Background: an optimization exercise with open tools, aiming at small area, a short achievable clock period and few clock cycles per item. Do not read the settings as production practice.
At most, simulation tests tie the RTL to the original design; equivalence was not proved.
The RTL of run 2 was laid out without a check of its function.

## flow/design.v (module list and top-level ports; edited modules follow where they fit)
// module pe: 435 lines
// module fa: 10 lines
// module fa1: 9 lines
// module xr2: 7 lines
// module systolic_array: 60 lines
// module dq: 9 lines
// module times3: 6 lines
// module encw: 17 lines
module systolic_array #(
    parameter M          = 4,
    parameter N          = 16,
    parameter K          = 4,
    parameter DATA_WIDTH = 32
) (
    input                           clk,
    input                           rst_n,
    input      [DATA_WIDTH*M-1:0]   X,
    input      [DATA_WIDTH*K-1:0]   W,
    output     [DATA_WIDTH*M*K-1:0] Y,
    output reg                      done
);
  // ...
==> flow/flow/run.sh <==
#!/bin/bash
set -euo pipefail
bash standard.sh \
  "BUFFER_PORTS_ARGS=-buffer_cell sky130_fd_sc_hd__buf_2" \
  "MATCH_CELL_FOOTPRINT=0" \
  "CTS_ARGS=-sink_clustering_enable -repair_clock_nets -dont_use_dummy_load" \
  finish > standard.log 2>&1
==> flow/standard.sh <==
#!/bin/bash
# synth_recipe.tcl (not shown) runs the flow's synth.tcl, then flattens the netlist and writes it again
# the make line also repeats each setting of config.mk as NAME=value (left out here)
make -C /OpenROAD-flow-scripts/flow DESIGN_CONFIG=/design/flow/config.mk WORK_HOME=/design/flow/orfs CLKGATE_MAP_FILE= SYNTH_SCRIPT=/design/flow/synth_recipe.tcl "${@:-finish}"
==> flow/config.mk <==
export PLATFORM = sky130hd
export DESIGN_NAME = systolic_array
export DESIGN_NICKNAME = systolic_array
export VERILOG_FILES = /design/flow/design.v
export SDC_FILE = /design/flow/constraint.sdc
export NUM_CORES = 8
export LEC_CHECK = 0
export CAP_MARGIN = 20
export CORE_ASPECT_RATIO = 0.4
export CORE_MARGIN = 2
export CORE_UTILIZATION = 46
export PLACE_DENSITY = 0.62
export SETUP_SLACK_MARGIN = 4.6
export SLEW_MARGIN = 20
export SYNTH_HIERARCHICAL = 1
==> flow/constraint.sdc <==
create_clock -name core_clock -period 8.0 [get_ports {clk}]
set_input_delay 1.6000 -clock core_clock [delete_from_list [all_inputs] [get_ports {clk}]]
set_output_delay 1.6000 -clock core_clock [all_outputs]
set_load 0.01 [all_outputs]
==> qor.yml, run 1 <==
stdcell_area_sq_um: 282000
seq_share_pct: 22.1
grt_overflow: 0
nClkBuffers: 298
rows: 174
drv_slew: 0
r2r_start: "g_x[0].g_c3[0].u_q.q[30]"
nFlopsAndLatches: 3054
use_met2_pct: 52.7
final-clk-cell-share_pct: 2.64
status: "finished clean"
path_cells: "a22o_1 > a221oi_1 > xnor2_1 > fa_1 > xor2_1 > xor2_1 > xor2_1 > xor2_1 > xor2_1"
num-nonclk-inverters: 173
hold_depth: 1
rrSetupSlack_ns: 4.47
crit_start: "g_x[0].g_c3[0].u_q.q[30]"
dp.cells: 30738
worst-path-buf-inv: 0
pre_cts_ws_ns: 3.74
setup_tns_ns: 0
ys_warn_count: 10
dr.pass1.iters: 12
wl_per_cell_um: 41.0
critPathArrivalTime_ns: 4.39
n_antenna_cell: 181
Testbench counts, summed over its fixed seeds: cycles 4,864, gemms 256.
==> module systolic_array, before the edit <==
module systolic_array #(
    parameter M          = 4,
    parameter N          = 16,
    parameter K          = 4,
    parameter DATA_WIDTH = 32
) (
    input                           clk,
    input                           rst_n,
    input      [DATA_WIDTH*M-1:0]   X,
    input      [DATA_WIDTH*K-1:0]   W,
    output     [DATA_WIDTH*M*K-1:0] Y,
    output reg                      done
);
  localparam DX1 = 4;
  localparam DX3 = 2;
  localparam DW  = 2;
  genvar i, j, c;
  wire [31:0] xm1 [0:3][0:DX1-1];
  wire [31:0] xm3 [0:3][0:DX3-1];
  wire [54:0] wer [0:3][0:DW-1];
  for (i = 0; i < 4; i = i + 1) begin : g_x
    wire [31:0] x3;
    times3 u_t3 (.x(X[32*i +: 32]), .y(x3));
    for (c = 0; c < DX1; c = c + 1) begin : g_c1
      dq #(.W(32)) u_q (.clk(clk), .d(X[32*i +: 32]), .q(xm1[i][c]));
    end
    for (c = 0; c < DX3; c = c + 1) begin : g_c3
      dq #(.W(32)) u_q (.clk(clk), .d(x3), .q(xm3[i][c]));
    end
  end
  for (j = 0; j < 4; j = j + 1) begin : g_w
    wire [54:0] enc;
    encw u_e (.w(W[32*j +: 32]), .enc(enc));
    for (c = 0; c < DW; c = c + 1) begin : g_cw
      dq #(.W(55)) u_q (.clk(clk), .d(enc), .q(wer[j][c]));
    end
  end
  reg [4:0] cnt;
  always @(posedge clk) begin
    if (~rst_n) begin
      cnt  <= 5'd0;
      done <= 1'b0;
    end else begin
      if (cnt != 5'd31) cnt <= cnt + 5'd1;
      if (cnt == 5'd17) done <= 1'b1;
    end
  end
  for (i = 0; i < 4; i = i + 1) begin : g_r
    for (j = 0; j < 4; j = j + 1) begin : g_c
      pe u_pe (
        .clk   (clk),
        .rst_n (rst_n),
        .xm1   (xm1[i][j*DX1/4]),
        .xm3   (xm3[i][j*DX3/4]),
        .we    (wer[j][i*DW/4]),
        .y     (Y[32*(4*i+j) +: 32])
      );
    end
  end
endmodule
==> inputs of run 2 (changes only) <==
--- a/flow/design.v
+++ b/flow/design.v
@@ -6,22 +6,22 @@
     input      [54:0] we,    
     output reg [31:0] y
 );
   reg rprev, clr;
   always @(posedge clk) begin
     rprev <= rst_n;
     clr   <= ~rprev;
   end
-  reg  [83:0] acc;
-  wire [83:0] acc_g;
-  wire [83:0] acc_n;
+  reg  [100:0] acc;
+  wire [100:0] acc_g;
+  wire [100:0] acc_n;
   wire [31:0] r0, r1;
-  wire n1, n2, n3, n4, n5, n6, n7, n8, n9, n10, n11, n12, n13, n14, n15, n16, n17, n18, n19, n20, n21, n22, n23, n24, n25, n26, n27, n28, n29, n30, n31, n32, n33, n34, n35, n36, n37, n38, n39, n40, n41, n42, n43, n44, n45, n46, n47, n48, n49, n50, n51, n52, n53, n54, n55, n56, n57, n58, n59, n60, n61, n62, n63, n64, n65, n66, n67, n68, n69, n70, n71, n72, n73, n74, n75, n76, n77, n78, n79, n80, n81, n82, n83, n84, n85, n86, n87, n88, n89, n90, n91, n92, n93, n94, n95, n96, n97, n98, n99, n100, n101, n102, n103, n104, n105, n106, n107, n108, n109, n110, n111, n112, n113, n114, n115, n116, n117, n118, n119, n120, n121, n122, n123, n124, n125, n126, n127, n128, n129, n130, n131, n132, n133, n134, n135, n136, n137, n138, n139, n140, n141, n142, n143, n144, n145, n146, n147, n148, n149, n150, n151, n152, n153, n154, n155, n156, n157, n158, n159, n160, n161, n162, n163, n164, n165, n166, n167, n168, n169, n170, n171, n172, n173, n174, n175, n176, n177, n178, n179, n180, n181, n182, n183, n184, n185, n186, n187, n188, n189, n190, n191, n192, n193, n194, n195, n196, n197, n198, n199, n200, n201, n202, n203, n204, n205, n206, n207, n208, n209, n210, n211, n212, n213, n214, n215, n216, n217, n218, n219, n220, n221, n222, n223, n224, n225, n226, n227, n228, n229, n230, n231, n232, n233, n234, n235, n236, n237, n238, n239, n240, n241, n242, n243, n244, n245, n246, n247, n248, n249, n250, n251, n252, n253, n254, n255, n256, n257, n258, n259, n260, n261, n262, n263, n264, n265, n266, n267, n268, n269, n270, n271, n272, n273, n274, n275, n276, n277, n278, n279, n280, n281, n282, n283, n284, n285, n286, n287, n288, n289, n290, n291, n292, n293, n294, n295, n296, n297, n298, n299, n300, n301, n302, n303, n304, n305, n306, n307, n308, n309, n310, n311, n312, n313, n314, n315, n316, n317, n318, n319, n320, n321, n322, n323, n324, n325, n326, n327, n328, n329, n330, n331, n332, n333, n334, n335, n336, n337, n338, n339, n340, n341, n342, n343, n344, n345, n346, n347, n348, n349, n350, n351, n352, n353, n354, n355, n356, n357, n358, n359, n360, n361, n362, n363, n364, n365, n366, n367, n368, n369, n370, n371, n372, n373, n374, n375, n376, n377, n378, n379, n380, n381, n382, n383, n384, n385, n386, n387, n388, n389, n390, n391, n392, n393, n394, n395, n396, n397, n398, n399, n400, n401, n402, n403, n404, n405, n406, n407, n408, n409, n410, n411, n412, n413, n414, n415, n416, n417, n418, n419, n420, n421, n422, n423, n424, n425, n426, n427, n428, n429, n430, n431, n432, n433, n434, n435, n436, n437, n438, n439, n440, n441, n442, n443, n444, n445, n446, n447, n448, n449, n450, n451, n452, n453, n454, n455, n456, n457, n458, n459, n460, n461, n462, n463, n464, n465, n466, n467, n468, n469, n470, n471, n472, n473, n474, n475, n476, n477, n478, n479, n480, n481, n482, n483, n484, n485, n486, n487, n488, n489, n490, n491, n492, n493, n494, n495, n496, n497, n498, n499, n500, n501, n502, n503, n504, n505, n506, n507, n508, n509, n510, n511, n512, n513, n514, n515, n516, n517, n518, n519, n520, n521, n522, n523, n524, n525, n526, n527, n528, n529, n530, n531, n532, n533, n534, n535, n536, n537, n538, n539, n540, n541, n542, n543, n544, n545, n546, n547, n548, n549, n550, n551, n552, n553, n554, n555, n556, n557, n558, n559, n560, n561, n562, n563, n564, n565, n566, n567, n568, n569, n570, n571, n572, n573, n574, n575, n576, n577, n578, n579, n580, n581, n582, n583, n584, n585, n586, n587, n588, n589, n590, n591, n592, n593, n594, n595, n596, n597, n598, n599, n600, n601, n602, n603, n604;
-  assign acc_g = acc & {84{~clr}};
+  wire n1, n2, n3, n4, n5, n6, n7, n8, n9, n10, n11, n12, n13, n14, n15, n16, n17, n18, n19, n20, n21, n22, n23, n24, n25, n26, n27, n28, n29, n30, n31, n32, n33, n34, n35, n36, n37, n38, n39, n40, n41, n42, n43, n44, n45, n46, n47, n48, n49, n50, n51, n52, n53, n54, n55, n56, n57, n58, n59, n60, n61, n62, n63, n64, n65, n66, n67, n68, n69, n70, n71, n72, n73, n74, n75, n76, n77, n78, n79, n80, n81, n82, n83, n84, n85, n86, n87, n88, n89, n90, n91, n92, n93, n94, n95, n96, n97, n98, n99, n100, n101, n102, n103, n104, n105, n106, n107, n108, n109, n110, n111, n112, n113, n114, n115, n116, n117, n118, n119, n120, n121, n122, n123, n124, n125, n126, n127, n128, n129, n130, n131, n132, n133, n134, n135, n136, n137, n138, n139, n140, n141, n142, n143, n144, n145, n146, n147, n148, n149, n150, n151, n152, n153, n154, n155, n156, n157, n158, n159, n160, n161, n162, n163, n164, n165, n166, n167, n168, n169, n170, n171, n172, n173, n174, n175, n176, n177, n178, n179, n180, n181, n182, n183, n184, n185, n186, n187, n188, n189, n190, n191, n192, n193, n194, n195, n196, n197, n198, n199, n200, n201, n202, n203, n204, n205, n206, n207, n208, n209, n210, n211, n212, n213, n214, n215, n216, n217, n218, n219, n220, n221, n222, n223, n224, n225, n226, n227, n228, n229, n230, n231, n232, n233, n234, n235, n236, n237, n238, n239, n240, n241, n242, n243, n244, n245, n246, n247, n248, n249, n250, n251, n252, n253, n254, n255, n256, n257, n258, n259, n260, n261, n262, n263, n264, n265, n266, n267, n268, n269, n270, n271, n272, n273, n274, n275, n276, n277, n278, n279, n280, n281, n282, n283, n284, n285, n286, n287, n288, n289, n290, n291, n292, n293, n294, n295, n296, n297, n298, n299, n300, n301, n302, n303, n304, n305, n306, n307, n308, n309, n310, n311, n312, n313, n314, n315, n316, n317, n318, n319, n320, n321, n322, n323, n324, n325, n326, n327, n328, n329, n330, n331, n332, n333, n334, n335, n336, n337, n338, n339, n340, n341, n342, n343, n344, n345, n346, n347, n348, n349, n350, n351, n352, n353, n354, n355, n356, n357, n358, n359, n360, n361, n362, n363, n364, n365, n366, n367, n368, n369, n370, n371, n372, n373, n374, n375, n376, n377, n378, n379, n380, n381, n382, n383, n384, n385, n386, n387, n388, n389, n390, n391, n392, n393, n394, n395, n396, n397, n398, n399, n400, n401, n402, n403, n404, n405, n406, n407, n408, n409, n410, n411, n412, n413, n414, n415, n416, n417, n418, n419, n420, n421, n422, n423, n424, n425, n426, n427, n428, n429, n430, n431, n432, n433, n434, n435, n436, n437, n438, n439, n440, n441, n442, n443, n444, n445, n446, n447, n448, n449, n450, n451, n452, n453, n454, n455, n456, n457, n458, n459, n460, n461, n462, n463, n464, n465, n466, n467, n468, n469, n470, n471, n472, n473, n474, n475, n476, n477, n478, n479, n480, n481, n482, n483, n484, n485, n486, n487, n488, n489, n490, n491, n492, n493, n494, n495, n496, n497, n498, n499, n500, n501, n502, n503, n504, n505, n506, n507, n508, n509, n510, n511, n512, n513, n514, n515, n516, n517, n518, n519, n520, n521, n522, n523, n524, n525, n526, n527, n528, n529, n530, n531, n532, n533, n534, n535, n536, n537, n538, n539, n540, n541, n542, n543, n544, n545, n546, n547, n548, n549, n550, n551, n552, n553, n554, n555, n556, n557, n558, n559, n560, n561, n562, n563, n564, n565, n566, n567, n568, n569, n570, n571, n572, n573, n574, n575, n576, n577, n578, n579, n580, n581, n582, n583, n584, n585, n586, n587, n588, n589, n590, n591, n592, n593, n594, n595, n596, n597, n598, n599, n600, n601, n602, n603, n604, n605, n606, n607, n608, n609, n610, n611, n612, n613, n614, n615, n616, n617, n618, n619, n620, n621, n622, n623, n624, n625, n626, n627, n628, n629, n630, n631, n632, n633, n634, n635, n636, n637, n638, n639, n640, n641, n642, n643, n644, n645, n646, n647;
+  assign acc_g = acc & {101{~clr}};
   assign n1 = we[4] ^ ((we[0] & xm1[0]) | (we[2] & xm3[0]));
   assign n2 = we[4] ^ ((we[0] & xm1[1]) | (we[1] & xm1[0]) | (we[2] & xm3[1]));
   assign n3 = we[4] ^ ((we[0] & xm1[2]) | (we[1] & xm1[1]) | (we[2] & xm3[2]) | (we[3] & xm1[0]));
   assign n4 = we[4] ^ ((we[0] & xm1[3]) | (we[1] & xm1[2]) | (we[2] & xm3[3]) | (we[3] & xm1[1]));
   assign n5 = we[4] ^ ((we[0] & xm1[4]) | (we[1] & xm1[3]) | (we[2] & xm3[4]) | (we[3] & xm1[2]));
   assign n6 = we[4] ^ ((we[0] & xm1[5]) | (we[1] & xm1[4]) | (we[2] & xm3[5]) | (we[3] & xm1[3]));
   assign n7 = we[4] ^ ((we[0] & xm1[6]) | (we[1] & xm1[5]) | (we[2] & xm3[6]) | (we[3] & xm1[4]));
   assign n8 = we[4] ^ ((we[0] & xm1[7]) | (we[1] & xm1[6]) | (we[2] & xm3[7]) | (we[3] & xm1[5]));
@@ -199,240 +199,262 @@
   assign n180 = we[44] ^ ((we[40] & xm1[7]) | (we[41] & xm1[6]) | (we[42] & xm3[7]) | (we[43] & xm1[5]));
   assign n181 = we[49] ^ ((we[45] & xm1[0]) | (we[47] & xm3[0]));
   assign n182 = we[49] ^ ((we[45] & xm1[1]) | (we[46] & xm1[0]) | (we[47] & xm3[1]));
   assign n183 = we[49] ^ ((we[45] & xm1[2]) | (we[46] & xm1[1]) | (we[47] & xm3[2]) | (we[48] & xm1[0]));
   assign n184 = we[49] ^ ((we[45] & xm1[3]) | (we[46] & xm1[2]) | (we[47] & xm3[3]) | (we[48] & xm1[1]));
   assign n185 = we[49] ^ ((we[45] & xm1[4]) | (we[46] & xm1[3]) | (we[47] & xm3[4]) | (we[48] & xm1[2]));
   assign n186 = (we[50] & xm1[0]) | (we[52] & xm3[0]);
   assign n187 = (we[50] & xm1[1]) | (we[51] & xm1[0]) | (we[52] & xm3[1]);
-  fa u_f189 (.a(we[4]), .b(acc_g[0]), .c(acc_g[1]), .s(n188), .co(n189));
+  fa u_f189 (.a(acc_g[0]), .b(acc_g[1]), .c(we[4]), .s(n188), .co(n189));
   fa u_f191 (.a(acc_g[2]), .b(acc_g[3]), .c(n189), .s(n190), .co(n191));
   fa u_f193 (.a(acc_g[4]), .b(acc_g[5]), .c(n3), .s(n192), .co(n193));
-  fa u_f195 (.a(we[9]), .b(acc_g[6]), .c(acc_g[7]), .s(n194), .co(n195));
-  fa u_f197 (.a(n33), .b(n4), .c(n194), .s(n196), .co(n197));
+  fa u_f195 (.a(acc_g[6]), .b(acc_g[7]), .c(we[9]), .s(n194), .co(n195));
+  fa u_f197 (.a(n194), .b(n33), .c(n4), .s(n196), .co(n197));
   fa u_f199 (.a(acc_g[8]), .b(acc_g[9]), .c(n195), .s(n198), .co(n199));
-  fa u_f201 (.a(n34), .b(n5), .c(n197), .s(n200), .co(n201));
+  fa u_f201 (.a(n34), .b(n5), .c(n198), .s(n200), .co(n201));
   fa u_f203 (.a(acc_g[10]), .b(acc_g[11]), .c(n35), .s(n202), .co(n203));
   fa u_f205 (.a(n6), .b(n199), .c(n202), .s(n204), .co(n205));
-  fa u_f207 (.a(we[14]), .b(acc_g[12]), .c(acc_g[13]), .s(n206), .co(n207));
-  fa u_f209 (.a(n36), .b(n62), .c(n7), .s(n208), .co(n209));
-  fa u_f211 (.a(n206), .b(n203), .c(n208), .s(n210), .co(n211));
+  fa u_f207 (.a(acc_g[12]), .b(acc_g[13]), .c(we[14]), .s(n206), .co(n207));
+  fa u_f209 (.a(n206), .b(n36), .c(n62), .s(n208), .co(n209));
+  fa u_f211 (.a(n7), .b(n203), .c(n208), .s(n210), .co(n211));
   fa u_f213 (.a(acc_g[14]), .b(acc_g[15]), .c(n207), .s(n212), .co(n213));
   fa u_f215 (.a(n37), .b(n63), .c(n8), .s(n214), .co(n215));
-  fa u_f217 (.a(n209), .b(n212), .c(n214), .s(n216), .co(n217));
+  fa u_f217 (.a(n212), .b(n209), .c(n214), .s(n216), .co(n217));
   fa u_f219 (.a(acc_g[16]), .b(acc_g[17]), .c(n38), .s(n218), .co(n219));
   fa u_f221 (.a(n64), .b(n9), .c(n213), .s(n220), .co(n221));
   fa u_f223 (.a(n215), .b(n218), .c(n220), .s(n222), .co(n223));
-  fa u_f225 (.a(we[19]), .b(acc_g[18]), .c(acc_g[19]), .s(n224), .co(n225));
-  fa u_f227 (.a(n10), .b(n39), .c(n65), .s(n226), .co(n227));
-  fa u_f229 (.a(n88), .b(n224), .c(n219), .s(n228), .co(n229));
+  fa u_f225 (.a(acc_g[18]), .b(acc_g[19]), .c(we[19]), .s(n224), .co(n225));
+  fa u_f227 (.a(n224), .b(n10), .c(n39), .s(n226), .co(n227));
+  fa u_f229 (.a(n65), .b(n88), .c(n219), .s(n228), .co(n229));
   fa u_f231 (.a(n226), .b(n221), .c(n228), .s(n230), .co(n231));
   fa u_f233 (.a(acc_g[20]), .b(acc_g[21]), .c(n225), .s(n232), .co(n233));
   fa u_f235 (.a(n11), .b(n40), .c(n66), .s(n234), .co(n235));
-  fa u_f237 (.a(n89), .b(n227), .c(n232), .s(n236), .co(n237));
+  fa u_f237 (.a(n89), .b(n232), .c(n227), .s(n236), .co(n237));
   fa u_f239 (.a(n234), .b(n229), .c(n236), .s(n238), .co(n239));
   fa u_f241 (.a(acc_g[22]), .b(acc_g[23]), .c(n12), .s(n240), .co(n241));
   fa u_f243 (.a(n41), .b(n67), .c(n90), .s(n242), .co(n243));
   fa u_f245 (.a(n233), .b(n235), .c(n240), .s(n244), .co(n245));
   fa u_f247 (.a(n242), .b(n237), .c(n244), .s(n246), .co(n247));
-  fa u_f249 (.a(we[24]), .b(acc_g[24]), .c(acc_g[25]), .s(n248), .co(n249));
-  fa u_f251 (.a(n111), .b(n13), .c(n42), .s(n250), .co(n251));
-  fa u_f253 (.a(n68), .b(n91), .c(n248), .s(n252), .co(n253));
+  fa u_f249 (.a(acc_g[24]), .b(acc_g[25]), .c(we[24]), .s(n248), .co(n249));
+  fa u_f251 (.a(n248), .b(n111), .c(n13), .s(n250), .co(n251));
+  fa u_f253 (.a(n42), .b(n68), .c(n91), .s(n252), .co(n253));
   fa u_f255 (.a(n241), .b(n243), .c(n250), .s(n254), .co(n255));
   fa u_f257 (.a(n252), .b(n245), .c(n254), .s(n256), .co(n257));
   fa u_f259 (.a(acc_g[26]), .b(acc_g[27]), .c(n249), .s(n258), .co(n259));
   fa u_f261 (.a(n112), .b(n14), .c(n43), .s(n260), .co(n261));
-  fa u_f263 (.a(n69), .b(n92), .c(n251), .s(n262), .co(n263));
-  fa u_f265 (.a(n253), .b(n258), .c(n260), .s(n264), .co(n265));
-  fa u_f267 (.a(n255), .b(n262), .c(n264), .s(n266), .co(n267));
-  fa u_f269 (.a(acc_g[28]), .b(acc_g[29]), .c(n113), .s(n268), .co(n269));
-  fa u_f271 (.a(n15), .b(n44), .c(n70), .s(n270), .co(n271));
-  fa u_f273 (.a(n93), .b(n259), .c(n261), .s(n272), .co(n273));
-  fa u_f275 (.a(n268), .b(n270), .c(n263), .s(n274), .co(n275));
-  fa u_f277 (.a(n265), .b(n272), .c(n274), .s(n276), .co(n277));
-  fa u_f279 (.a(we[29]), .b(acc_g[30]), .c(acc_g[31]), .s(n278), .co(n279));
-  fa u_f281 (.a(n114), .b(n131), .c(n16), .s(n280), .co(n281));
-  fa u_f283 (.a(n45), .b(n71), .c(n94), .s(n282), .co(n283));
-  fa u_f285 (.a(n278), .b(n269), .c(n271), .s(n284), .co(n285));
-  fa u_f287 (.a(n280), .b(n282), .c(n273), .s(n286), .co(n287));
-  fa u_f289 (.a(n284), .b(n275), .c(n286), .s(n288), .co(n289));
-  fa u_f291 (.a(acc_g[32]), .b(acc_g[33]), .c(n279), .s(n290), .co(n291));
-  fa u_f293 (.a(n115), .b(n132), .c(n17), .s(n292), .co(n293));
-  fa u_f295 (.a(n46), .b(n72), .c(n95), .s(n294), .co(n295));
-  fa u_f297 (.a(n281), .b(n283), .c(n290), .s(n296), .co(n297));
-  fa u_f299 (.a(n292), .b(n294), .c(n285), .s(n298), .co(n299));
-  fa u_f301 (.a(n296), .b(n287), .c(n298), .s(n300), .co(n301));
-  fa u_f303 (.a(acc_g[34]), .b(acc_g[35]), .c(acc_g[36]), .s(n302), .co(n303));
-  fa u_f305 (.a(acc_g[37]), .b(n116), .c(n133), .s(n304), .co(n305));
-  fa u_f307 (.a(n18), .b(n47), .c(n73), .s(n306), .co(n307));
-  fa u_f309 (.a(n96), .b(n302), .c(n291), .s(n308), .co(n309));
-  fa u_f311 (.a(n293), .b(n295), .c(n304), .s(n310), .co(n311));
-  fa u_f313 (.a(n306), .b(n297), .c(n308), .s(n312), .co(n313));
-  fa u_f315 (.a(we[34]), .b(acc_g[38]), .c(acc_g[39]), .s(n314), .co(n315));
-  fa u_f317 (.a(acc_g[40]), .b(n303), .c(n117), .s(n316), .co(n317));
-  fa u_f319 (.a(n134), .b(n148), .c(n19), .s(n318), .co(n319));
-  fa u_f321 (.a(n48), .b(n74), .c(n97), .s(n320), .co(n321));
-  fa u_f323 (.a(n314), .b(n305), .c(n307), .s(n322), .co(n323));
-  fa u_f325 (.a(n316), .b(n318), .c(n320), .s(n324), .co(n325));
+  fa u_f263 (.a(n69), .b(n92), .c(n258), .s(n262), .co(n263));
+  fa u_f265 (.a(n251), .b(n253), .c(n260), .s(n264), .co(n265));
+  fa u_f267 (.a(n262), .b(n255), .c(n264), .s(n266), .co(n267));
+  fa u_f269 (.a(acc_g[28]), .b(acc_g[29]), .c(acc_g[30]), .s(n268), .co(n269));
+  fa u_f271 (.a(acc_g[31]), .b(n268), .c(n113), .s(n270), .co(n271));
+  fa u_f273 (.a(n15), .b(n44), .c(n70), .s(n272), .co(n273));
+  fa u_f275 (.a(n93), .b(n259), .c(n261), .s(n274), .co(n275));
+  fa u_f277 (.a(n270), .b(n272), .c(n263), .s(n276), .co(n277));
+  fa u_f279 (.a(acc_g[32]), .b(acc_g[33]), .c(acc_g[34]), .s(n278), .co(n279));
+  fa u_f281 (.a(we[29]), .b(n269), .c(n278), .s(n280), .co(n281));
+  fa u_f283 (.a(n114), .b(n131), .c(n16), .s(n282), .co(n283));
+  fa u_f285 (.a(n45), .b(n71), .c(n94), .s(n284), .co(n285));
+  fa u_f287 (.a(n280), .b(n271), .c(n273), .s(n286), .co(n287));
+  fa u_f289 (.a(n282), .b(n284), .c(n275), .s(n288), .co(n289));
+  fa u_f291 (.a(acc_g[35]), .b(acc_g[36]), .c(acc_g[37]), .s(n290), .co(n291));
+  fa u_f293 (.a(n279), .b(n290), .c(n115), .s(n292), .co(n293));
+  fa u_f295 (.a(n132), .b(n17), .c(n46), .s(n294), .co(n295));
+  fa u_f297 (.a(n72), .b(n95), .c(n281), .s(n296), .co(n297));
+  fa u_f299 (.a(n283), .b(n285), .c(n292), .s(n298), .co(n299));
+  fa u_f301 (.a(n294), .b(n296), .c(n287), .s(n300), .co(n301));
+  fa u_f303 (.a(acc_g[38]), .b(acc_g[39]), .c(acc_g[40]), .s(n302), .co(n303));
+  fa u_f305 (.a(n291), .b(n302), .c(n116), .s(n304), .co(n305));
+  fa u_f307 (.a(n133), .b(n18), .c(n47), .s(n306), .co(n307));
+  fa u_f309 (.a(n73), .b(n96), .c(n293), .s(n308), .co(n309));
+  fa u_f311 (.a(n295), .b(n304), .c(n306), .s(n310), .co(n311));
+  fa u_f313 (.a(n297), .b(n299), .c(n308), .s(n312), .co(n313));
+  fa u_f315 (.a(acc_g[41]), .b(acc_g[42]), .c(acc_g[43]), .s(n314), .co(n315));
+  fa u_f317 (.a(we[34]), .b(n303), .c(n314), .s(n316), .co(n317));
+  fa u_f319 (.a(n117), .b(n134), .c(n148), .s(n318), .co(n319));
+  fa u_f321 (.a(n19), .b(n48), .c(n74), .s(n320), .co(n321));
+  fa u_f323 (.a(n97), .b(n316), .c(n305), .s(n322), .co(n323));
+  fa u_f325 (.a(n307), .b(n318), .c(n320), .s(n324), .co(n325));
   fa u_f327 (.a(n309), .b(n311), .c(n322), .s(n326), .co(n327));
-  fa u_f329 (.a(acc_g[41]), .b(acc_g[42]), .c(acc_g[43]), .s(n328), .co(n329));
-  fa u_f331 (.a(n315), .b(n118), .c(n135), .s(n330), .co(n331));
-  fa u_f333 (.a(n149), .b(n20), .c(n49), .s(n332), .co(n333));
-  fa u_f335 (.a(n75), .b(n98), .c(n328), .s(n334), .co(n335));
+  fa u_f329 (.a(acc_g[44]), .b(acc_g[45]), .c(acc_g[46]), .s(n328), .co(n329));
+  fa u_f331 (.a(n315), .b(n328), .c(n118), .s(n330), .co(n331));
+  fa u_f333 (.a(n135), .b(n149), .c(n20), .s(n332), .co(n333));
+  fa u_f335 (.a(n49), .b(n75), .c(n98), .s(n334), .co(n335));
   fa u_f337 (.a(n317), .b(n319), .c(n321), .s(n336), .co(n337));
   fa u_f339 (.a(n330), .b(n332), .c(n334), .s(n338), .co(n339));
   fa u_f341 (.a(n323), .b(n325), .c(n336), .s(n340), .co(n341));
-  fa u_f343 (.a(acc_g[44]), .b(acc_g[45]), .c(acc_g[46]), .s(n342), .co(n343));
-  fa u_f345 (.a(n329), .b(n119), .c(n136), .s(n344), .co(n345));
-  fa u_f347 (.a(n150), .b(n21), .c(n50), .s(n346), .co(n347));
-  fa u_f349 (.a(n76), .b(n99), .c(n342), .s(n348), .co(n349));
+  fa u_f343 (.a(acc_g[47]), .b(acc_g[48]), .c(acc_g[49]), .s(n342), .co(n343));
+  fa u_f345 (.a(n329), .b(n342), .c(n119), .s(n344), .co(n345));
+  fa u_f347 (.a(n136), .b(n150), .c(n21), .s(n346), .co(n347));
+  fa u_f349 (.a(n50), .b(n76), .c(n99), .s(n348), .co(n349));
   fa u_f351 (.a(n331), .b(n333), .c(n335), .s(n350), .co(n351));
   fa u_f353 (.a(n344), .b(n346), .c(n348), .s(n352), .co(n353));
   fa u_f355 (.a(n337), .b(n339), .c(n350), .s(n354), .co(n355));
-  fa u_f357 (.a(we[39]), .b(acc_g[47]), .c(acc_g[48]), .s(n356), .co(n357));
-  fa u_f359 (.a(acc_g[49]), .b(n343), .c(n100), .s(n358), .co(n359));
-  fa u_f361 (.a(n120), .b(n137), .c(n151), .s(n360), .co(n361));
-  fa u_f363 (.a(n162), .b(n22), .c(n51), .s(n362), .co(n363));
-  fa u_f365 (.a(n77), .b(n356), .c(n345), .s(n364), .co(n365));
-  fa u_f367 (.a(n347), .b(n349), .c(n358), .s(n366), .co(n367));
+  fa u_f357 (.a(acc_g[50]), .b(acc_g[51]), .c(acc_g[52]), .s(n356), .co(n357));
+  fa u_f359 (.a(we[39]), .b(n343), .c(n356), .s(n358), .co(n359));
+  fa u_f361 (.a(n100), .b(n120), .c(n137), .s(n360), .co(n361));
+  fa u_f363 (.a(n151), .b(n162), .c(n22), .s(n362), .co(n363));
+  fa u_f365 (.a(n51), .b(n77), .c(n358), .s(n364), .co(n365));
+  fa u_f367 (.a(n345), .b(n347), .c(n349), .s(n366), .co(n367));
   fa u_f369 (.a(n360), .b(n362), .c(n351), .s(n368), .co(n369));
   fa u_f371 (.a(n364), .b(n353), .c(n366), .s(n370), .co(n371));
-  fa u_f373 (.a(acc_g[50]), .b(acc_g[51]), .c(acc_g[52]), .s(n372), .co(n373));
-  fa u_f375 (.a(n357), .b(n101), .c(n121), .s(n374), .co(n375));
-  fa u_f377 (.a(n138), .b(n152), .c(n163), .s(n376), .co(n377));
-  fa u_f379 (.a(n23), .b(n52), .c(n78), .s(n378), .co(n379));
-  fa u_f381 (.a(n372), .b(n359), .c(n361), .s(n380), .co(n381));
-  fa u_f383 (.a(n363), .b(n374), .c(n376), .s(n382), .co(n383));
-  fa u_f385 (.a(n378), .b(n365), .c(n367), .s(n384), .co(n385));
-  fa u_f387 (.a(n380), .b(n382), .c(n369), .s(n386), .co(n387));
-  fa u_f389 (.a(acc_g[53]), .b(acc_g[54]), .c(acc_g[55]), .s(n388), .co(n389));
-  fa u_f391 (.a(n373), .b(n102), .c(n122), .s(n390), .co(n391));
-  fa u_f393 (.a(n139), .b(n153), .c(n164), .s(n392), .co(n393));
-  fa u_f395 (.a(n24), .b(n53), .c(n79), .s(n394), .co(n395));
-  fa u_f397 (.a(n388), .b(n375), .c(n377), .s(n396), .co(n397));
-  fa u_f399 (.a(n379), .b(n390), .c(n392), .s(n398), .co(n399));
-  fa u_f401 (.a(n394), .b(n381), .c(n383), .s(n400), .co(n401));
-  fa u_f403 (.a(n396), .b(n398), .c(n385), .s(n402), .co(n403));
-  fa u_f405 (.a(we[44]), .b(acc_g[56]), .c(acc_g[57]), .s(n404), .co(n405));
-  fa u_f407 (.a(acc_g[58]), .b(n389), .c(n103), .s(n406), .co(n407));
-  fa u_f409 (.a(n123), .b(n140), .c(n154), .s(n408), .co(n409));
-  fa u_f411 (.a(n165), .b(n173), .c(n25), .s(n410), .co(n411));
-  fa u_f413 (.a(n54), .b(n80), .c(n404), .s(n412), .co(n413));
-  fa u_f415 (.a(n391), .b(n393), .c(n395), .s(n414), .co(n415));
-  fa u_f417 (.a(n406), .b(n408), .c(n410), .s(n416), .co(n417));
-  fa u_f419 (.a(n412), .b(n397), .c(n399), .s(n418), .co(n419));
-  fa u_f421 (.a(n414), .b(n416), .c(n401), .s(n420), .co(n421));
-  fa u_f423 (.a(acc_g[59]), .b(acc_g[60]), .c(acc_g[61]), .s(n422), .co(n423));
-  fa u_f425 (.a(n405), .b(n104), .c(n124), .s(n424), .co(n425));
-  fa u_f427 (.a(n141), .b(n155), .c(n166), .s(n426), .co(n427));
-  fa u_f429 (.a(n174), .b(n26), .c(n55), .s(n428), .co(n429));
-  fa u_f431 (.a(n81), .b(n422), .c(n407), .s(n430), .co(n431));
-  fa u_f433 (.a(n409), .b(n411), .c(n413), .s(n432), .co(n433));
-  fa u_f435 (.a(n424), .b(n426), .c(n428), .s(n434), .co(n435));
-  fa u_f437 (.a(n415), .b(n417), .c(n430), .s(n436), .co(n437));
-  fa u_f439 (.a(n432), .b(n434), .c(n419), .s(n438), .co(n439));
-  fa u_f441 (.a(acc_g[62]), .b(acc_g[63]), .c(acc_g[64]), .s(n440), .co(n441));
-  fa u_f443 (.a(n423), .b(n105), .c(n125), .s(n442), .co(n443));
-  fa u_f445 (.a(n142), .b(n156), .c(n167), .s(n444), .co(n445));
-  fa u_f447 (.a(n175), .b(n27), .c(n56), .s(n446), .co(n447));
-  fa u_f449 (.a(n82), .b(n440), .c(n425), .s(n448), .co(n449));
-  fa u_f451 (.a(n427), .b(n429), .c(n442), .s(n450), .co(n451));
-  fa u_f453 (.a(n444), .b(n446), .c(n431), .s(n452), .co(n453));
-  fa u_f455 (.a(n433), .b(n435), .c(n448), .s(n454), .co(n455));
-  fa u_f457 (.a(n450), .b(n437), .c(n452), .s(n456), .co(n457));
-  fa u_f459 (.a(we[49]), .b(acc_g[65]), .c(acc_g[66]), .s(n458), .co(n459));
-  fa u_f461 (.a(acc_g[67]), .b(n441), .c(n106), .s(n460), .co(n461));
-  fa u_f463 (.a(n126), .b(n143), .c(n157), .s(n462), .co(n463));
-  fa u_f465 (.a(n168), .b(n176), .c(n181), .s(n464), .co(n465));
-  fa u_f467 (.a(n28), .b(n57), .c(n83), .s(n466), .co(n467));
-  fa u_f469 (.a(n458), .b(n443), .c(n445), .s(n468), .co(n469));
-  fa u_f471 (.a(n447), .b(n460), .c(n462), .s(n470), .co(n471));
-  fa u_f473 (.a(n464), .b(n466), .c(n449), .s(n472), .co(n473));
-  fa u_f475 (.a(n451), .b(n468), .c(n470), .s(n474), .co(n475));
-  fa u_f477 (.a(n453), .b(n455), .c(n472), .s(n476), .co(n477));
-  fa u_f479 (.a(acc_g[68]), .b(acc_g[69]), .c(acc_g[70]), .s(n478), .co(n479));
-  fa u_f481 (.a(acc_g[71]), .b(acc_g[72]), .c(n459), .s(n480), .co(n481));
-  fa u_f483 (.a(n107), .b(n127), .c(n144), .s(n482), .co(n483));
-  fa u_f485 (.a(n158), .b(n169), .c(n177), .s(n484), .co(n485));
-  fa u_f487 (.a(n182), .b(n29), .c(n58), .s(n486), .co(n487));
-  fa u_f489 (.a(n84), .b(n478), .c(n461), .s(n488), .co(n489));
-  fa u_f491 (.a(n463), .b(n465), .c(n467), .s(n490), .co(n491));
-  fa u_f493 (.a(n480), .b(n482), .c(n484), .s(n492), .co(n493));
-  fa u_f495 (.a(n486), .b(n469), .c(n471), .s(n494), .co(n495));
-  fa u_f497 (.a(n488), .b(n490), .c(n492), .s(n496), .co(n497));
-  fa u_f499 (.a(acc_g[73]), .b(acc_g[74]), .c(acc_g[75]), .s(n498), .co(n499));
-  fa u_f501 (.a(acc_g[76]), .b(acc_g[77]), .c(n479), .s(n500), .co(n501));
-  fa u_f503 (.a(n108), .b(n128), .c(n145), .s(n502), .co(n503));
-  fa u_f505 (.a(n159), .b(n170), .c(n178), .s(n504), .co(n505));
-  fa u_f507 (.a(n183), .b(n30), .c(n59), .s(n506), .co(n507));
-  fa u_f509 (.a(n85), .b(n498), .c(n481), .s(n508), .co(n509));
-  fa u_f511 (.a(n483), .b(n485), .c(n487), .s(n510), .co(n511));
-  fa u_f513 (.a(n500), .b(n502), .c(n504), .s(n512), .co(n513));
-  fa u_f515 (.a(n506), .b(n489), .c(n491), .s(n514), .co(n515));
-  fa u_f517 (.a(n508), .b(n493), .c(n510), .s(n516), .co(n517));
-  fa u_f519 (.a(n512), .b(n495), .c(n514), .s(n518), .co(n519));
-  fa u_f521 (.a(acc_g[78]), .b(acc_g[79]), .c(acc_g[80]), .s(n520), .co(n521));
-  fa u_f523 (.a(acc_g[81]), .b(n499), .c(n109), .s(n522), .co(n523));
-  fa u_f525 (.a(n129), .b(n146), .c(n160), .s(n524), .co(n525));
-  fa u_f527 (.a(n171), .b(n179), .c(n184), .s(n526), .co(n527));
-  fa u_f529 (.a(n186), .b(n31), .c(n60), .s(n528), .co(n529));
-  fa u_f531 (.a(n86), .b(n520), .c(n501), .s(n530), .co(n531));
-  fa u_f533 (.a(n503), .b(n505), .c(n507), .s(n532), .co(n533));
-  fa u_f535 (.a(n522), .b(n524), .c(n526), .s(n534), .co(n535));
-  fa u_f537 (.a(n528), .b(n509), .c(n511), .s(n536), .co(n537));
-  fa u_f539 (.a(n530), .b(n513), .c(n532), .s(n538), .co(n539));
-  fa u_f541 (.a(n534), .b(n515), .c(n517), .s(n540), .co(n541));
-  xr2 u_x542 (.a(acc_g[82]), .b(acc_g[83]), .y(n542));
-  xr2 u_x543 (.a(n542), .b(n521), .y(n543));
-  xr2 u_x544 (.a(n110), .b(n130), .y(n544));
-  xr2 u_x545 (.a(n147), .b(n161), .y(n545));
-  xr2 u_x546 (.a(n172), .b(n180), .y(n546));
-  xr2 u_x547 (.a(n185), .b(n187), .y(n547));
-  xr2 u_x548 (.a(n32), .b(n61), .y(n548));
-  xr2 u_x549 (.a(n87), .b(n543), .y(n549));
-  xr2 u_x550 (.a(n544), .b(n545), .y(n550));
-  xr2 u_x551 (.a(n546), .b(n547), .y(n551));
-  xr2 u_x552 (.a(n548), .b(n549), .y(n552));
-  xr2 u_x553 (.a(n523), .b(n525), .y(n553));
-  xr2 u_x554 (.a(n527), .b(n529), .y(n554));
-  xr2 u_x555 (.a(n550), .b(n551), .y(n555));
-  xr2 u_x556 (.a(n552), .b(n553), .y(n556));
-  xr2 u_x557 (.a(n554), .b(n555), .y(n557));
-  xr2 u_x558 (.a(n531), .b(n533), .y(n558));
-  xr2 u_x559 (.a(n556), .b(n557), .y(n559));
-  xr2 u_x560 (.a(n535), .b(n558), .y(n560));
-  xr2 u_x561 (.a(n559), .b(n537), .y(n561));
-  xr2 u_x562 (.a(n560), .b(n539), .y(n562));
-  xr2 u_x563 (.a(n561), .b(n562), .y(n563));
-  fa u_f565 (.a(acc[34]), .b(acc[35]), .c(acc[36]), .s(n564), .co(n565));
-  fa u_f567 (.a(acc[38]), .b(acc[39]), .c(acc[40]), .s(n566), .co(n567));
-  fa u_f569 (.a(acc[41]), .b(acc[42]), .c(acc[43]), .s(n568), .co(n569));
-  fa u_f571 (.a(acc[44]), .b(acc[45]), .c(acc[46]), .s(n570), .co(n571));
-  fa u_f573 (.a(acc[47]), .b(acc[48]), .c(acc[49]), .s(n572), .co(n573));
-  fa u_f575 (.a(acc[50]), .b(acc[51]), .c(acc[52]), .s(n574), .co(n575));
-  fa u_f577 (.a(acc[53]), .b(acc[54]), .c(acc[55]), .s(n576), .co(n577));
-  fa u_f579 (.a(acc[56]), .b(acc[57]), .c(acc[58]), .s(n578), .co(n579));
-  fa u_f581 (.a(acc[59]), .b(acc[60]), .c(acc[61]), .s(n580), .co(n581));
-  fa u_f583 (.a(acc[62]), .b(acc[63]), .c(acc[64]), .s(n582), .co(n583));
-  fa u_f585 (.a(acc[65]), .b(acc[66]), .c(acc[67]), .s(n584), .co(n585));
-  fa u_f587 (.a(acc[68]), .b(acc[69]), .c(acc[70]), .s(n586), .co(n587));
-  fa u_f589 (.a(acc[71]), .b(acc[72]), .c(n585), .s(n588), .co(n589));
-  fa u_f591 (.a(acc[73]), .b(acc[74]), .c(acc[75]), .s(n590), .co(n591));
-  fa u_f593 (.a(acc[76]), .b(acc[77]), .c(n587), .s(n592), .co(n593));
-  fa u_f595 (.a(n590), .b(n589), .c(n592), .s(n594), .co(n595));
-  fa u_f597 (.a(acc[78]), .b(acc[79]), .c(acc[80]), .s(n596), .co(n597));
-  fa u_f599 (.a(acc[81]), .b(n591), .c(n596), .s(n598), .co(n599));
-  fa u_f601 (.a(n593), .b(n598), .c(n595), .s(n600), .co(n601));
-  xr2 u_x602 (.a(acc[82]), .b(acc[83]), .y(n602));
-  xr2 u_x603 (.a(n602), .b(n597), .y(n603));
-  xr2 u_x604 (.a(n603), .b(n599), .y(n604));
-  assign acc_n = {n563, n541, n540, n519, n538, n536, 1'b0, 1'b0, n518, n516, n497, n477, n496, n494, n475, n473, n476, n457, n474, n456, n439, n454, n438, n421, n436, n420, n403, n418, n402, n387, n400, n386, n384, n371, n370, n368, n355, n354, n341, n352, n340, n327, n338, n326, n313, n324, n301, n312, n299, n310, n300, n289, n288, n277, n276, n267, n266, n257, n256, n247, n246, n239, n238, n231, n230, n223, n222, n217, n216, n211, n210, n205, n204, n201, n200, n198, n196, n193, n192, n191, n190, n2, n188, n1};
-  assign r0 = {n601, n600, n594, n586, n583, n581, n579, n577, n575, n573, n571, n569, n567, n565, acc[37], acc[32], acc[30], acc[28], acc[26], acc[24], acc[22], acc[20], acc[18], acc[16], acc[14], acc[12], acc[10], acc[8], acc[6], acc[4], acc[2], acc[0]};
-  assign r1 = {n604, 1'b0, 1'b0, n588, n584, n582, n580, n578, n576, n574, n572, n570, n568, n566, n564, acc[33], acc[31], acc[29], acc[27], acc[25], acc[23], acc[21], acc[19], acc[17], acc[15], acc[13], acc[11], acc[9], acc[7], acc[5], acc[3], acc[1]};
+  fa u_f373 (.a(acc_g[53]), .b(acc_g[54]), .c(acc_g[55]), .s(n372), .co(n373));
+  fa u_f375 (.a(acc_g[56]), .b(acc_g[57]), .c(n357), .s(n374), .co(n375));
+  fa u_f377 (.a(n372), .b(n101), .c(n121), .s(n376), .co(n377));
+  fa u_f379 (.a(n138), .b(n152), .c(n163), .s(n378), .co(n379));
+  fa u_f381 (.a(n23), .b(n52), .c(n78), .s(n380), .co(n381));
+  fa u_f383 (.a(n359), .b(n374), .c(n361), .s(n382), .co(n383));
+  fa u_f385 (.a(n363), .b(n376), .c(n378), .s(n384), .co(n385));
+  fa u_f387 (.a(n380), .b(n365), .c(n367), .s(n386), .co(n387));
+  fa u_f389 (.a(acc_g[58]), .b(acc_g[59]), .c(acc_g[60]), .s(n388), .co(n389));
+  fa u_f391 (.a(acc_g[61]), .b(acc_g[62]), .c(n373), .s(n390), .co(n391));
+  fa u_f393 (.a(n388), .b(n102), .c(n122), .s(n392), .co(n393));
+  fa u_f395 (.a(n139), .b(n153), .c(n164), .s(n394), .co(n395));
+  fa u_f397 (.a(n24), .b(n53), .c(n79), .s(n396), .co(n397));
+  fa u_f399 (.a(n375), .b(n390), .c(n377), .s(n398), .co(n399));
+  fa u_f401 (.a(n379), .b(n381), .c(n392), .s(n400), .co(n401));
+  fa u_f403 (.a(n394), .b(n396), .c(n383), .s(n402), .co(n403));
+  fa u_f405 (.a(n385), .b(n398), .c(n400), .s(n404), .co(n405));
+  fa u_f407 (.a(acc_g[63]), .b(acc_g[64]), .c(acc_g[65]), .s(n406), .co(n407));
+  fa u_f409 (.a(acc_g[66]), .b(acc_g[67]), .c(we[44]), .s(n408), .co(n409));
+  fa u_f411 (.a(n389), .b(n406), .c(n408), .s(n410), .co(n411));
+  fa u_f413 (.a(n103), .b(n123), .c(n140), .s(n412), .co(n413));
+  fa u_f415 (.a(n154), .b(n165), .c(n173), .s(n414), .co(n415));
+  fa u_f417 (.a(n25), .b(n54), .c(n80), .s(n416), .co(n417));
+  fa u_f419 (.a(n391), .b(n410), .c(n393), .s(n418), .co(n419));
+  fa u_f421 (.a(n395), .b(n397), .c(n412), .s(n420), .co(n421));
+  fa u_f423 (.a(n414), .b(n416), .c(n399), .s(n422), .co(n423));
+  fa u_f425 (.a(n401), .b(n418), .c(n420), .s(n424), .co(n425));
+  fa u_f427 (.a(acc_g[68]), .b(acc_g[69]), .c(acc_g[70]), .s(n426), .co(n427));
+  fa u_f429 (.a(acc_g[71]), .b(acc_g[72]), .c(n407), .s(n428), .co(n429));
+  fa u_f431 (.a(n409), .b(n426), .c(n104), .s(n430), .co(n431));
+  fa u_f433 (.a(n124), .b(n141), .c(n155), .s(n432), .co(n433));
+  fa u_f435 (.a(n166), .b(n174), .c(n26), .s(n434), .co(n435));
+  fa u_f437 (.a(n55), .b(n81), .c(n411), .s(n436), .co(n437));
+  fa u_f439 (.a(n428), .b(n413), .c(n415), .s(n438), .co(n439));
+  fa u_f441 (.a(n417), .b(n430), .c(n432), .s(n440), .co(n441));
+  fa u_f443 (.a(n434), .b(n436), .c(n419), .s(n442), .co(n443));
+  fa u_f445 (.a(n421), .b(n438), .c(n440), .s(n444), .co(n445));
+  fa u_f447 (.a(acc_g[73]), .b(acc_g[74]), .c(acc_g[75]), .s(n446), .co(n447));
+  fa u_f449 (.a(acc_g[76]), .b(acc_g[77]), .c(n427), .s(n448), .co(n449));
+  fa u_f451 (.a(n446), .b(n105), .c(n125), .s(n450), .co(n451));
+  fa u_f453 (.a(n142), .b(n156), .c(n167), .s(n452), .co(n453));
+  fa u_f455 (.a(n175), .b(n27), .c(n56), .s(n454), .co(n455));
+  fa u_f457 (.a(n82), .b(n429), .c(n448), .s(n456), .co(n457));
+  fa u_f459 (.a(n431), .b(n433), .c(n435), .s(n458), .co(n459));
+  fa u_f461 (.a(n450), .b(n452), .c(n454), .s(n460), .co(n461));
+  fa u_f463 (.a(n437), .b(n456), .c(n439), .s(n462), .co(n463));
+  fa u_f465 (.a(n441), .b(n458), .c(n460), .s(n464), .co(n465));
+  fa u_f467 (.a(acc_g[78]), .b(acc_g[79]), .c(acc_g[80]), .s(n466), .co(n467));
+  fa u_f469 (.a(acc_g[81]), .b(acc_g[82]), .c(we[49]), .s(n468), .co(n469));
+  fa u_f471 (.a(n447), .b(n466), .c(n468), .s(n470), .co(n471));
+  fa u_f473 (.a(n106), .b(n126), .c(n143), .s(n472), .co(n473));
+  fa u_f475 (.a(n157), .b(n168), .c(n176), .s(n474), .co(n475));
+  fa u_f477 (.a(n181), .b(n28), .c(n57), .s(n476), .co(n477));
+  fa u_f479 (.a(n83), .b(n449), .c(n470), .s(n478), .co(n479));
+  fa u_f481 (.a(n451), .b(n453), .c(n455), .s(n480), .co(n481));
+  fa u_f483 (.a(n472), .b(n474), .c(n476), .s(n482), .co(n483));
+  fa u_f485 (.a(n457), .b(n459), .c(n478), .s(n484), .co(n485));
+  fa u_f487 (.a(n461), .b(n480), .c(n482), .s(n486), .co(n487));
+  fa u_f489 (.a(acc_g[83]), .b(acc_g[84]), .c(acc_g[85]), .s(n488), .co(n489));
+  fa u_f491 (.a(acc_g[86]), .b(acc_g[87]), .c(n467), .s(n490), .co(n491));
+  fa u_f493 (.a(n469), .b(n488), .c(n107), .s(n492), .co(n493));
+  fa u_f495 (.a(n127), .b(n144), .c(n158), .s(n494), .co(n495));
+  fa u_f497 (.a(n169), .b(n177), .c(n182), .s(n496), .co(n497));
+  fa u_f499 (.a(n29), .b(n58), .c(n84), .s(n498), .co(n499));
+  fa u_f501 (.a(n471), .b(n490), .c(n473), .s(n500), .co(n501));
+  fa u_f503 (.a(n475), .b(n477), .c(n492), .s(n502), .co(n503));
+  fa u_f505 (.a(n494), .b(n496), .c(n498), .s(n504), .co(n505));
+  fa u_f507 (.a(n479), .b(n481), .c(n483), .s(n506), .co(n507));
+  fa u_f509 (.a(n500), .b(n502), .c(n504), .s(n508), .co(n509));
+  fa u_f511 (.a(acc_g[88]), .b(acc_g[89]), .c(acc_g[90]), .s(n510), .co(n511));
+  fa u_f513 (.a(acc_g[91]), .b(acc_g[92]), .c(n489), .s(n512), .co(n513));
+  fa u_f515 (.a(n510), .b(n108), .c(n128), .s(n514), .co(n515));
+  fa u_f517 (.a(n145), .b(n159), .c(n170), .s(n516), .co(n517));
+  fa u_f519 (.a(n178), .b(n183), .c(n30), .s(n518), .co(n519));
+  fa u_f521 (.a(n59), .b(n85), .c(n491), .s(n520), .co(n521));
+  fa u_f523 (.a(n512), .b(n493), .c(n495), .s(n522), .co(n523));
+  fa u_f525 (.a(n497), .b(n499), .c(n514), .s(n524), .co(n525));
+  fa u_f527 (.a(n516), .b(n518), .c(n520), .s(n526), .co(n527));
+  fa u_f529 (.a(n501), .b(n503), .c(n505), .s(n528), .co(n529));
+  fa u_f531 (.a(n522), .b(n524), .c(n526), .s(n530), .co(n531));
+  fa u_f533 (.a(acc_g[93]), .b(acc_g[94]), .c(acc_g[95]), .s(n532), .co(n533));
+  fa u_f535 (.a(acc_g[96]), .b(acc_g[97]), .c(n511), .s(n534), .co(n535));
+  fa u_f537 (.a(n532), .b(n109), .c(n129), .s(n536), .co(n537));
+  fa u_f539 (.a(n146), .b(n160), .c(n171), .s(n538), .co(n539));
+  fa u_f541 (.a(n179), .b(n184), .c(n186), .s(n540), .co(n541));
+  fa u_f543 (.a(n31), .b(n60), .c(n86), .s(n542), .co(n543));
+  fa u_f545 (.a(n513), .b(n534), .c(n515), .s(n544), .co(n545));
+  fa u_f547 (.a(n517), .b(n519), .c(n536), .s(n546), .co(n547));
+  fa u_f549 (.a(n538), .b(n540), .c(n542), .s(n548), .co(n549));
+  fa u_f551 (.a(n521), .b(n523), .c(n525), .s(n550), .co(n551));
+  fa u_f553 (.a(n544), .b(n546), .c(n548), .s(n552), .co(n553));
+  xr2 u_x554 (.a(acc_g[100]), .b(acc_g[98]), .y(n554));
+  xr2 u_x555 (.a(acc_g[99]), .b(n554), .y(n555));
+  xr2 u_x556 (.a(n555), .b(n533), .y(n556));
+  xr2 u_x557 (.a(n110), .b(n130), .y(n557));
+  xr2 u_x558 (.a(n147), .b(n161), .y(n558));
+  xr2 u_x559 (.a(n172), .b(n180), .y(n559));
+  xr2 u_x560 (.a(n185), .b(n187), .y(n560));
+  xr2 u_x561 (.a(n32), .b(n61), .y(n561));
+  xr2 u_x562 (.a(n87), .b(n556), .y(n562));
+  xr2 u_x563 (.a(n557), .b(n558), .y(n563));
+  xr2 u_x564 (.a(n559), .b(n560), .y(n564));
+  xr2 u_x565 (.a(n561), .b(n562), .y(n565));
+  xr2 u_x566 (.a(n535), .b(n563), .y(n566));
+  xr2 u_x567 (.a(n564), .b(n537), .y(n567));
+  xr2 u_x568 (.a(n539), .b(n541), .y(n568));
+  xr2 u_x569 (.a(n543), .b(n565), .y(n569));
+  xr2 u_x570 (.a(n566), .b(n567), .y(n570));
+  xr2 u_x571 (.a(n568), .b(n569), .y(n571));
+  xr2 u_x572 (.a(n570), .b(n571), .y(n572));
+  xr2 u_x573 (.a(n545), .b(n547), .y(n573));
+  xr2 u_x574 (.a(n549), .b(n572), .y(n574));
+  xr2 u_x575 (.a(n573), .b(n574), .y(n575));
+  fa u_f577 (.a(acc[28]), .b(acc[29]), .c(acc[30]), .s(n576), .co(n577));
+  fa u_f579 (.a(acc[32]), .b(acc[33]), .c(acc[34]), .s(n578), .co(n579));
+  fa u_f581 (.a(acc[35]), .b(acc[36]), .c(acc[37]), .s(n580), .co(n581));
+  fa u_f583 (.a(acc[38]), .b(acc[39]), .c(acc[40]), .s(n582), .co(n583));
+  fa u_f585 (.a(acc[41]), .b(acc[42]), .c(acc[43]), .s(n584), .co(n585));
+  fa u_f587 (.a(acc[44]), .b(acc[45]), .c(acc[46]), .s(n586), .co(n587));
+  fa u_f589 (.a(acc[47]), .b(acc[48]), .c(acc[49]), .s(n588), .co(n589));
+  fa u_f591 (.a(acc[50]), .b(acc[51]), .c(acc[52]), .s(n590), .co(n591));
+  fa u_f593 (.a(acc[53]), .b(acc[54]), .c(acc[55]), .s(n592), .co(n593));
+  fa u_f595 (.a(acc[56]), .b(acc[57]), .c(n591), .s(n594), .co(n595));
+  fa u_f597 (.a(acc[58]), .b(acc[59]), .c(acc[60]), .s(n596), .co(n597));
+  fa u_f599 (.a(acc[61]), .b(acc[62]), .c(n593), .s(n598), .co(n599));
+  fa u_f601 (.a(n596), .b(n595), .c(n598), .s(n600), .co(n601));
+  fa u_f603 (.a(acc[63]), .b(acc[64]), .c(acc[65]), .s(n602), .co(n603));
+  fa u_f605 (.a(acc[66]), .b(acc[67]), .c(n597), .s(n604), .co(n605));
+  fa u_f607 (.a(n602), .b(n599), .c(n604), .s(n606), .co(n607));
+  fa u_f609 (.a(acc[68]), .b(acc[69]), .c(acc[70]), .s(n608), .co(n609));
+  fa u_f611 (.a(acc[71]), .b(acc[72]), .c(n603), .s(n610), .co(n611));
+  fa u_f613 (.a(n608), .b(n605), .c(n610), .s(n612), .co(n613));
+  fa u_f615 (.a(acc[73]), .b(acc[74]), .c(acc[75]), .s(n614), .co(n615));
+  fa u_f617 (.a(acc[76]), .b(acc[77]), .c(n609), .s(n616), .co(n617));
+  fa u_f619 (.a(n614), .b(n611), .c(n616), .s(n618), .co(n619));
+  fa u_f621 (.a(acc[78]), .b(acc[79]), .c(acc[80]), .s(n620), .co(n621));
+  fa u_f623 (.a(acc[81]), .b(acc[82]), .c(n615), .s(n622), .co(n623));
+  fa u_f625 (.a(n620), .b(n617), .c(n622), .s(n624), .co(n625));
+  fa u_f627 (.a(acc[83]), .b(acc[84]), .c(acc[85]), .s(n626), .co(n627));
+  fa u_f629 (.a(acc[86]), .b(acc[87]), .c(n621), .s(n628), .co(n629));
+  fa u_f631 (.a(n626), .b(n623), .c(n628), .s(n630), .co(n631));
+  fa u_f633 (.a(acc[88]), .b(acc[89]), .c(acc[90]), .s(n632), .co(n633));
+  fa u_f635 (.a(acc[91]), .b(acc[92]), .c(n627), .s(n634), .co(n635));
+  fa u_f637 (.a(n632), .b(n629), .c(n634), .s(n636), .co(n637));
+  fa u_f639 (.a(acc[93]), .b(acc[94]), .c(acc[95]), .s(n638), .co(n639));
+  fa u_f641 (.a(acc[96]), .b(acc[97]), .c(n633), .s(n640), .co(n641));
+  fa u_f643 (.a(n638), .b(n635), .c(n640), .s(n642), .co(n643));
+  xr2 u_x644 (.a(acc[100]), .b(acc[98]), .y(n644));
+  xr2 u_x645 (.a(acc[99]), .b(n644), .y(n645));
+  xr2 u_x646 (.a(n645), .b(n639), .y(n646));
+  xr2 u_x647 (.a(n646), .b(n641), .y(n647));
+  assign acc_n = {n575, n553, n551, n531, n552, n550, n529, n527, 1'b0, n530, n528, n509, n507, 1'b0, n508, n506, n487, n485, 1'b0, n486, n465, n484, n463, 1'b0, n464, n445, n462, n443, 1'b0, n444, n425, n442, n423, 1'b0, n424, n405, n422, n403, 1'b0, 1'b0, n404, n402, n387, n386, n371, n369, n384, n382, n370, n368, n355, n354, n341, n352, n340, n327, n338, n326, n313, n324, n312, n301, n310, n300, n289, n298, n288, n277, n286, n267, n276, n274, n265, n266, n257, n256, n247, n246, n239, n238, n231, n230, n223, n222, n217, n216, n211, n210, n205, n204, n201, n200, n197, n196, n193, n192, n191, n190, n2, n188, n1};
+  assign r0 = {n643, n637, n631, n625, n619, n613, n607, n601, n600, n592, n589, n587, n585, n583, n581, n579, n577, acc[31], acc[26], acc[24], acc[22], acc[20], acc[18], acc[16], acc[14], acc[12], acc[10], acc[8], acc[6], acc[4], acc[2], acc[0]};
+  assign r1 = {n647, n642, n636, n630, n624, n618, n612, n606, 1'b0, n594, n590, n588, n586, n584, n582, n580, n578, n576, acc[27], acc[25], acc[23], acc[21], acc[19], acc[17], acc[15], acc[13], acc[11], acc[9], acc[7], acc[5], acc[3], acc[1]};
   always @(posedge clk) begin
     acc <= acc_n;
     y   <= r0 + r1;
   end
 endmodule
 module fa (
     input  a,
     input  b,
@@ -468,18 +490,18 @@
     input                           clk,
     input                           rst_n,
     input      [DATA_WIDTH*M-1:0]   X,
     input      [DATA_WIDTH*K-1:0]   W,
     output     [DATA_WIDTH*M*K-1:0] Y,
     output reg                      done
 );
   localparam DX1 = 4;
-  localparam DX3 = 2;
-  localparam DW  = 2;
+  localparam DX3 = 4;
+  localparam DW  = 4;
   genvar i, j, c;
   wire [31:0] xm1 [0:3][0:DX1-1];
   wire [31:0] xm3 [0:3][0:DX3-1];
   wire [54:0] wer [0:3][0:DW-1];
   for (i = 0; i < 4; i = i + 1) begin : g_x
     wire [31:0] x3;
     times3 u_t3 (.x(X[32*i +: 32]), .y(x3));
     for (c = 0; c < DX1; c = c + 1) begin : g_c1
==> flow/flow/run.sh (replaced) <==
#!/bin/bash
set -euo pipefail
bash standard.sh \
  "BUFFER_PORTS_ARGS=-buffer_cell sky130_fd_sc_hd__buf_2" \
  "MATCH_CELL_FOOTPRINT=0" \
  finish > standard.log 2>&1
==> flow/config.mk (replaced) <==
export PLATFORM = sky130hd
export DESIGN_NAME = systolic_array
export DESIGN_NICKNAME = systolic_array
export VERILOG_FILES = /design/flow/design.v
export SDC_FILE = /design/flow/constraint.sdc
export NUM_CORES = 8
export LEC_CHECK = 0
export CAP_MARGIN = 20
export CORE_MARGIN = 2
export CORE_UTILIZATION = 38
export PLACE_DENSITY = 0.55
export SETUP_SLACK_MARGIN = 4.6
export SLEW_MARGIN = 20
export SYNTH_HIERARCHICAL = 1
==> run 2 against run 1 <==
  * Routed wire length grew 2.5%
  * Fmax shrank 0.63%
  * Critical path type unchanged
  * Sequential share of layout area up 2.7 points
  * Non-clock buffer count rose by 32
  * Highest routed layer unchanged
  * Utilization decreased by 7.8 points
  * Register-to-register slack worse by 0.02 ns
  * Die area up 33%
==> qor.yml, run 2 <==
status: "finished clean"  # unchanged
dr_total_vias: 231296  # was 228045
netlist_area_sq_um: 285000  # was 259000 sq um
dr.pass1.iters: 11  # was 12
syn_area_per_cell_sq_um: 10.9  # was 10.6 sq um
ys_warn_count: 10  # unchanged
nets: 30041  # was 27744
antenna_found_initial: 264  # was 187
crit_end: "g_r[1].g_c[2].u_pe.acc[96]"  # was g_r[0].g_c[1].u_pe.acc[83]
ff_latch_area_sq_um: 78800  # was 62300 sq um
wl_mm: 1320  # was 1280 mm
hold_path_class: "register to register"  # unchanged
grt_pass1_vias: 229581  # was 221312
die_h_um: 871  # was 478 um
cts_tree: "done"  # unchanged
gp_congestion: 1.03  # was 1.07
design.core.area_sq_um: 749000  # was 561000 sq um
cts_root_buf: "clkbuf_16"  # unchanged
crit_start: "g_x[1].g_c3[2].u_q.q[9]"  # was g_x[0].g_c3[0].u_q.q[30]
cts_hold_buf: 0  # unchanged
rows: 318  # was 174
critPathArrivalTime_ns: 4.51  # was 4.39 ns
rrSetupSlack_ns: 4.45  # was 4.47 ns
r2r_start: "g_x[1].g_c3[2].u_q.q[9]"  # was g_x[0].g_c3[0].u_q.q[30]
start_kind: "register"  # unchanged
reg.largest.list: "g_r.g_c.u_pe.acc x1488, g_w.g_cw.u_q.q x848"  # was g_r.g_c.u_pe.acc x1312, g_r.g_c.u_pe.y x512, g_x.g_c1.u_q.q x512
slew-limit-headroom_pct: 12.6  # was 6.42%
portBuffers: 770  # unchanged
hold_violations: 0  # unchanged
final_common_cell: "dfxtp_1"  # was xnor2_1
wl_per_cell_um: 36.4  # was 41.0 um
path_clk_slew_ns: 0.07  # was 0.06 ns
area_delta_synth_final_pct: 11.6  # was 9.11%
grt_overflow: 0  # unchanged
clock-sinks: 3910  # was 3054
drt-initial-drc-count: 33392  # was 41165
grt_pass1_wl_mm: 1830  # was 1750 mm
die-area_sq_um: 758000  # was 569000 sq um
htreeDepth: 5  # unchanged
fillers: 71059  # was 50307
synthCells: 26154  # was 24482
skew_ns: 0.104  # was 0.0781 ns
rsz0062_at_grt: "true"  # unchanged
hold_slack_ns: 0.354  # was 0.343 ns
drive_gt1_share_pct: 12.6  # about the same
drc: 0  # unchanged
grtUsageTotal_pct: 33.5  # was 43.1%
antenna_left: 0  # unchanged
largest_reg_flops: 1488  # was 1312
max_freq_mhz: 282  # was 284 MHz
drv_slew: 0  # unchanged
clockBufferDepth: 4  # unchanged
worstPathMaxFanout: 8  # was 4
crit_type: "register to register"  # unchanged
final_cell_mix: "3630 x dfxtp_1, 3421 x fa_1, 3323 x xnor2_1"  # was 3280 x xnor2_1, 3070 x fa_1, 2655 x a22o_1
crit_path_end_kind: "register"  # unchanged
tightest_slew_ns: 1.30  # was 1.40 ns
dp_hpwl_mm: 1000  # was 917 mm
cts_made_buffers: 459  # was 298
chipWidth_um: 871  # was 1.19 mm
finalSetupViolCount: 0  # unchanged
drv_cap: 0  # unchanged
start_util_pct: 38.1  # was 46.1%
pin_count: 771  # unchanged
reg2regPathDepth: 6  # was 9
period_share_pct: 44.4  # was 44.1%
top_register: "g_r.g_c.u_pe.acc"  # unchanged
rr_endpoint: "g_r[1].g_c[2].u_pe.acc[96]"  # was g_r[0].g_c[1].u_pe.acc[83]
crit_required_ns: 8.96  # was 8.87 ns
multi_input_area_sq_um: 199000  # was 189000 sq um
setup_tns_ns: 0  # unchanged
routed_via_density: 6.40  # was 7.28
period_needed_ns: 3.55  # was 3.53 ns
clk_latency_ns: 1.18  # was 1.01 ns
grt_max_degree: 94  # was 83
## run 2: metal layers
metal / vias up / part of all wire, % / global-route usage (%)
li1: 94220 / - / -
met1: 117492 / 38 / 42.8
met2: 15700 / 41 / 47.8
met3: 3804 / 12 / 10.7
met4: 80 / 8.6 / 23.6
met5: - / 0.041 / 0
## run 2: repair_timing
item / CTS / global route
buffers inserted: 26 / 87
gates resized for setup: 410 / 366
setup endpoints to repair: 639 / 231
cloned: 0 / 5
pin swaps: 36 / 171
## run 2: critical path, cell delays in order, from the launching register on
cell and delay, ns:
dfxtp_1 1.12, a22o_1 0.28, a221oi_1 0.06, xnor2_1 0.23, fa_1 0.49, fa_1 0.67
fa_1 0.45
## run 2: metrics by stage
stage | setup slack (ns) | area [sq um] | std cells | util, %
after global routing | 4.48 | 318000 | 35970 | 42.4
final | 4.45 | 318000 | 36119 | 42.5
after detailed placement | 3.52 | 297000 | 34936 | 39.7
after CTS | 4.45 | 315000 | 35814 | 42.1
after floorplan | 4.56 | 286000 | 26394 | -
after global placement | 3.50 | 297000 | 34935 | 39.7
## run 2: cell type report
cell class / instances / share of cell area (%)
clock inverter: 248 / 1.09
inverter: 205 / 0.242
tap: 9920 / 3.90
sequential: 3910 / 24.7
timing repair buffer: 1581 / 3.28
antenna: 212 / 0.167
clock buffer: 604 / 4.07
multi-input combinational: 19439 / 62.5
## run 2: how the worst min path moves through the flow
| stage | start | to | slack (ns) | cells past startpoint |
|---|---|---|---|---|
| 6_report | g_r[3].g_c[1].u_pe.rprev | g_r[3].g_c[1].u_pe.clr | 0.35 | 1 |
| 5_1_grt | g_r[0].g_c[2].u_pe.rprev | g_r[0].g_c[2].u_pe.clr | 0.36 | 1 |
| 4_1_cts | g_r[3].g_c[1].u_pe.rprev | g_r[3].g_c[1].u_pe.clr | 0.35 | 1 |
| 3_5_place_dp | g_r[2].g_c[0].u_pe.rprev | g_r[2].g_c[0].u_pe.clr | 0.34 | 1 |
| 3_3_place_gp | g_r[0].g_c[3].u_pe.rprev | g_r[0].g_c[3].u_pe.clr | 0.34 | 1 |
| 2_1_floorplan | g_r[0].g_c[0].u_pe.rprev | g_r[0].g_c[0].u_pe.clr | 0.34 | 1 |

## port drivers added, routing unchanged
Ports are ideal in the flow. The routed layouts listed here were re-timed in OpenROAD. Step 1 assumes that a clkbuf_16 drives the clock port and a buf_2 every other input. Step 2, shift: input delay + t, output delay - t, t = (earliest + latest rising clock arrival at the registers) / 2. This alone moves slack from input paths to output paths. a / b / c = ideal ports / drivers / drivers and shift; a / b = the first two.
run	shift t [ns]	setup WS [ns]	worst register clock-pin slew, ns
run 1	1.130	4.473 / 4.447 / 3.630	0.08 / 0.08
run 2	1.265	4.451 / 4.451 / 3.464	0.09 / 0.09
After both steps every run listed still meets setup and hold. The setup slack of run 2, which loses most, moves by 0.000 ns with the drivers and by -0.987 ns with both steps.
